Context: an optimization exercise on an open-source flow, tuned for small area, a short achievable clock period and few clock cycles. The choices shown serve that exercise and are no tape-out recipe. The RTL was checked by simulation tests, not by an equivalence proof against the original design. Power and IR drop assume default switching activity.

==> flow/design.v <==
module GP (
    input  logic a, b,
    output logic g, p);
    assign g = a & b;
    assign p = a ^ b;
endmodule
module Maj (
    input  logic a, b, c,
    output logic g);
    assign g = (a & b) | (a & c) | (b & c);
endmodule
module GNode (
    input  logic gh, ph, gl,
    output logic g);
    assign g = gh | (ph & gl);
endmodule
module PGNode (
    input  logic gh, ph, gl, pl,
    output logic g, p);
    assign g = gh | (ph & gl);
    assign p = ph & pl;
endmodule
module Add32 (
    input  logic [31:0] a,
    input  logic [31:0] b,
    input  logic        cin,
    output logic [31:0] s);
    logic [31:0] g [0:5];
    logic [31:0] p [0:5];
    logic [31:0] g0, p0;
    genvar i, l;
    generate
        for (i = 0; i < 32; i++) begin : bit_gp
            GP gp (.a(a[i]), .b(b[i]), .g(g0[i]), .p(p0[i]));
        end
        Maj n0 (.a(a[0]), .b(b[0]), .c(cin), .g(g[0][0]));
        assign p[0][0] = 1'b0;
        for (i = 1; i < 32; i++) begin : bit_in
            assign g[0][i] = g0[i];
            assign p[0][i] = p0[i];
        end
        for (l = 0; l < 5; l++) begin : lvl
            for (i = 0; i < 32; i++) begin : node
                if (((i >> l) & 1) == 0) begin : pass
                    assign g[l+1][i] = g[l][i];
                    assign p[l+1][i] = p[l][i];
                end else if (i < (2 << l)) begin : last
                    GNode n (.gh(g[l][i]), .ph(p[l][i]), .gl(g[l][((i >> l) << l) - 1]),
                             .g(g[l+1][i]));
                    assign p[l+1][i] = 1'b0;
                end else begin : mid
                    PGNode n (.gh(g[l][i]), .ph(p[l][i]), .gl(g[l][((i >> l) << l) - 1]),
                              .pl(p[l][((i >> l) << l) - 1]), .g(g[l+1][i]), .p(p[l+1][i]));
                end
            end
        end
    endgenerate
    assign s = p0 ^ {g[5][30:0], cin};
endmodule
module RdMux #(parameter WIDTH = 32) (
    input  logic [7:1]       sel,
    input  logic [WIDTH-1:0] r1, r2, r3, r4, r5, r6, r7,
    output logic [WIDTH-1:0] q);
    assign q = (r1 & {WIDTH{sel[1]}}) | (r2 & {WIDTH{sel[2]}}) | (r3 & {WIDTH{sel[3]}})
             | (r4 & {WIDTH{sel[4]}}) | (r5 & {WIDTH{sel[5]}}) | (r6 & {WIDTH{sel[6]}})
             | (r7 & {WIDTH{sel[7]}});
endmodule
module Processor #(parameter WIDTH = 32) (
    input  logic               i_clk,
    input  logic               i_reset,
    input  logic [WIDTH-1:0]   i_ReadData,
    output logic               o_memwrite,
    output logic [WIDTH-1:0]   o_WriteData,
    output logic [WIDTH-1:0]   o_Address);
    logic [31:0] rf [1:7];
    logic [15:0] pc;         
    logic        m_ld, m_st, m;            
    logic [31:0] m_ea;                     
    logic [7:1]  m_we;                     
    logic        e_ld, e_st, e_bq;         
    logic        e_sub, e_and, e_or, e_slt;
    logic [7:1]  e_we;                     
    logic [7:1]  e_lw;                     
    logic [2:0]  e_rs, e_rt;
    logic [31:0] opA;
    logic [31:0] opB;                      
    logic [15:0] e_imm;                    
    logic [31:0] sum;
    Add32 add_alu (.a(opA), .b(opB), .cin(e_sub), .s(sum));
    wire         e_ar = ~(e_and | e_or | e_slt);
    wire [31:0]  lg   = ({32{e_and}} & (opA & opB)) | ({32{e_or}} & (opA | opB));
    wire [31:0]  res  = ({32{e_ar}} & sum) | lg | {31'd0, e_slt & sum[31]};
    wire        e_taken = ~m & e_bq & (opA == opB);
    wire [31:0] ea = opA + {16'd0, e_imm};
    wire [15:0] tgt = pc + e_imm;
    wire [31:0] wd   = ({32{~m & e_ar}} & sum) | ({32{~m}} & (lg | {31'd0, e_slt & sum[31]}))
                     | ({32{m}} & i_ReadData);
    wire [7:1]  w_oh = m ? m_we : e_we;
    wire [31:0] ins   = i_ReadData;
    wire [5:0]  op    = ins[31:26];
    wire [5:0]  funct = ins[5:0];
    wire [15:0] imm   = ins[15:0];
    wire        f_v   = ~m & ~e_taken;
    wire        is_r  = (op == 6'h00);
    wire        is_lb = (op == 6'h20);
    wire        is_sb = (op == 6'h28);
    wire        is_bq = (op == 6'h04);
    wire        is_j  = (op == 6'h02);
    wire        re = m | e_st;
    wire [2:0]  ra = m ? e_rs : ins[23:21];
    wire [2:0]  rb = re ? e_rt : ins[18:16];
    logic [7:0] sel_a, sel_b;
    always_comb begin
        sel_a[0] = 1'b0;
        sel_b[0] = 1'b0;
        for (int i = 1; i < 8; i++) begin
            sel_a[i] = ~w_oh[i] & (ra == i[2:0]);
            sel_b[i] = ~w_oh[i] & (rb == i[2:0]);
            sel_a[0] = sel_a[0] | (w_oh[i] & (ra == i[2:0]));
            sel_b[0] = sel_b[0] | (w_oh[i] & (rb == i[2:0]));
        end
    end
    logic [31:0] qa, qb;
    RdMux rd_a (.sel(sel_a[7:1]), .r1(rf[1]), .r2(rf[2]), .r3(rf[3]), .r4(rf[4]),
                .r5(rf[5]), .r6(rf[6]), .r7(rf[7]), .q(qa));
    RdMux rd_b (.sel(sel_b[7:1]), .r1(rf[1]), .r2(rf[2]), .r3(rf[3]), .r4(rf[4]),
                .r5(rf[5]), .r6(rf[6]), .r7(rf[7]), .q(qb));
    wire [31:0] a = ({32{sel_a[0]}} & wd) | qa;
    wire [31:0] b = ({32{sel_b[0]}} & wd) | qb;
    wire f_sub = is_r & ((funct == 6'h22) | (funct == 6'h2A));
    wire n_sub = re ? (m & e_sub) : f_sub;
    wire [15:0] pc1 = pc + 16'd1;
    always_ff @(posedge i_clk) begin
        if (i_reset) begin
            e_ld <= 1'b0;
            e_st <= 1'b0;
            e_bq <= 1'b0;
            e_we <= 7'd0;
            e_lw <= 7'd0;
        end else if (!m) begin
            if (!f_v) begin
                e_ld <= 1'b0;
                e_st <= 1'b0;
                e_bq <= 1'b0;
                e_we <= 7'd0;
                e_lw <= 7'd0;
            end else begin
                e_ld <= is_lb;
                e_st <= is_sb;
                e_bq <= is_bq;
                for (int i = 1; i < 8; i++) begin
                    e_we[i] <= is_r & (ins[13:11] == i[2:0]);
                    e_lw[i] <= is_lb & (ins[18:16] == i[2:0]);
                end
            end
        end
    end
    always_ff @(posedge i_clk) begin
        opA <= a;
        opB <= b ^ {32{n_sub}};
        if (!m) begin
            e_sub <= f_sub;
            e_and <= is_r & (funct == 6'h24);
            e_or  <= is_r & (funct == 6'h25);
            e_slt <= is_r & (funct == 6'h2A);
            e_imm <= imm;
            e_rt  <= ins[18:16];
        end
    end
    always_ff @(posedge i_clk) begin
        if (i_reset || m) begin
            m_ld <= 1'b0;
            m_st <= 1'b0;
            m    <= 1'b0;
        end else begin
            m_ld <= e_ld;
            m_st <= e_st;
            m    <= e_ld | e_st;
        end
    end
    always_ff @(posedge i_clk) begin
        m_ea <= ea;
        m_we <= e_lw;
        e_rs <= ins[23:21];      
    end
    always_ff @(posedge i_clk) begin
        if (i_reset)      pc <= 16'd0;
        else if (e_taken) pc <= tgt;
        else if (m)       pc <= pc;
        else if (is_j)    pc <= imm;
        else              pc <= pc1;
    end
    always_ff @(posedge i_clk) begin
        for (int i = 1; i < 8; i++)
            if (w_oh[i]) rf[i] <= wd;
    end
    assign o_memwrite  = m_st;
    assign o_WriteData = opB;
    assign o_Address   = m ? m_ea : {16'd0, pc};
endmodule
Settings: LEC_CHECK=0, CAP_MARGIN=20, CORE_MARGIN=2, CORE_UTILIZATION=40, SETUP_SLACK_MARGIN=3.8, SLEW_MARGIN=20, SYNTH_HIERARCHICAL=1, SYNTH_MINIMUM_KEEP_SIZE=0; clock period 7.0 ns.
standard.sh (not shown) runs the stock make flow with config.mk's settings and CLKGATE_MAP_FILE= SYNTH_SCRIPT=/design/flow/synth_recipe.tcl, a recipe that flattens the netlist after the stock synthesis.
==> flow/flow/run.sh <==
#!/bin/bash
# The standard layout (the standard.sh, synthesis included, unchanged),
# except that the port buffers that buffer_ports inserts are buf_4 cells
# rather than the delay cells it picks by default.
set -euo pipefail
export BUFFER_PORTS_ARGS="-buffer_cell sky130_fd_sc_hd__buf_4"
bash standard.sh > standard.log 2>&1
Testbench counts at the start, summed over its fixed seeds: cycles 29,933.
Then changed:
==> flow/run.sh (new file) <==
#!/bin/bash
# synth_recipe.tcl (not shown) runs the flow's synth.tcl, then flattens the netlist and writes it again
# the make line also repeats each setting of config.mk as NAME=value (left out here)
make -C /OpenROAD-flow-scripts/flow DESIGN_CONFIG=/design/flow/config.mk WORK_HOME=/design/flow/orfs CLKGATE_MAP_FILE= SYNTH_SCRIPT=/design/flow/synth_recipe.tcl finish
- SETUP_SLACK_MARGIN: 3.8 -> 3.5
removed: flow/flow/run.sh
removed: flow/standard.sh
Wire length goes down by about 0.5%.
Total power falls by about 1%.
Worst hold slack hardly moves.
Critical path depth decreases by 2.
Final area hardly moves.
Clock power fell by about 5%.
Then changed:
- SETUP_SLACK_MARGIN: 3.5 -> 3.8
After rerunning: The changed run ran to the end with no violations. Via count climbs by 1.1%. Utilization climbs by 0.86 points. Count of clock-buffer cells in the layout does not change. Worst setup slack improved by 0.31 ns. Final cell count climbs by 0.73%. Fmax climbs by 9.7%. Cell area climbs by 1.8%. Non-clock buffer count climbs by 19. First-iteration DRC count climbs by 2.1%. Global-route usage climbs by 0.29 points. Total power climbs by 1.1%.

## separate check: timing with driven ports
In the flow no input, the clock included, has a driving cell. The finished layouts below were timed again as built, in two steps.
Step 1: set_driving_cell puts a clkbuf_16 on i_clk and a buf_2 on each other input, an assumption about the parent block.
Step 2 also shifts input and output timing later by t, the mid clock arrival at the registers, as if the neighbouring blocks saw the same clock.
Three values: ideal ports, drivers, drivers and shift; two values: the first two.
| run | shift t [ns] | setup WS [ns] | worst setup path at the end | cell pins on the clock port's net |
|---|---|---|---|---|
| the first run | 0.613 | 3.870 / 3.815 / 3.299 | input to register | 1 |
| the second run | 0.631 | 3.522 / 3.526 / 2.912 | input to register | 1 |
| the third run | 0.627 | 3.829 / 3.774 / 3.315 | input to register | 1 |
After both steps every run listed still meets setup and hold. For the second run, which loses most, drivers alone change the setup slack by +0.004 ns; drivers and shift together by -0.610 ns.
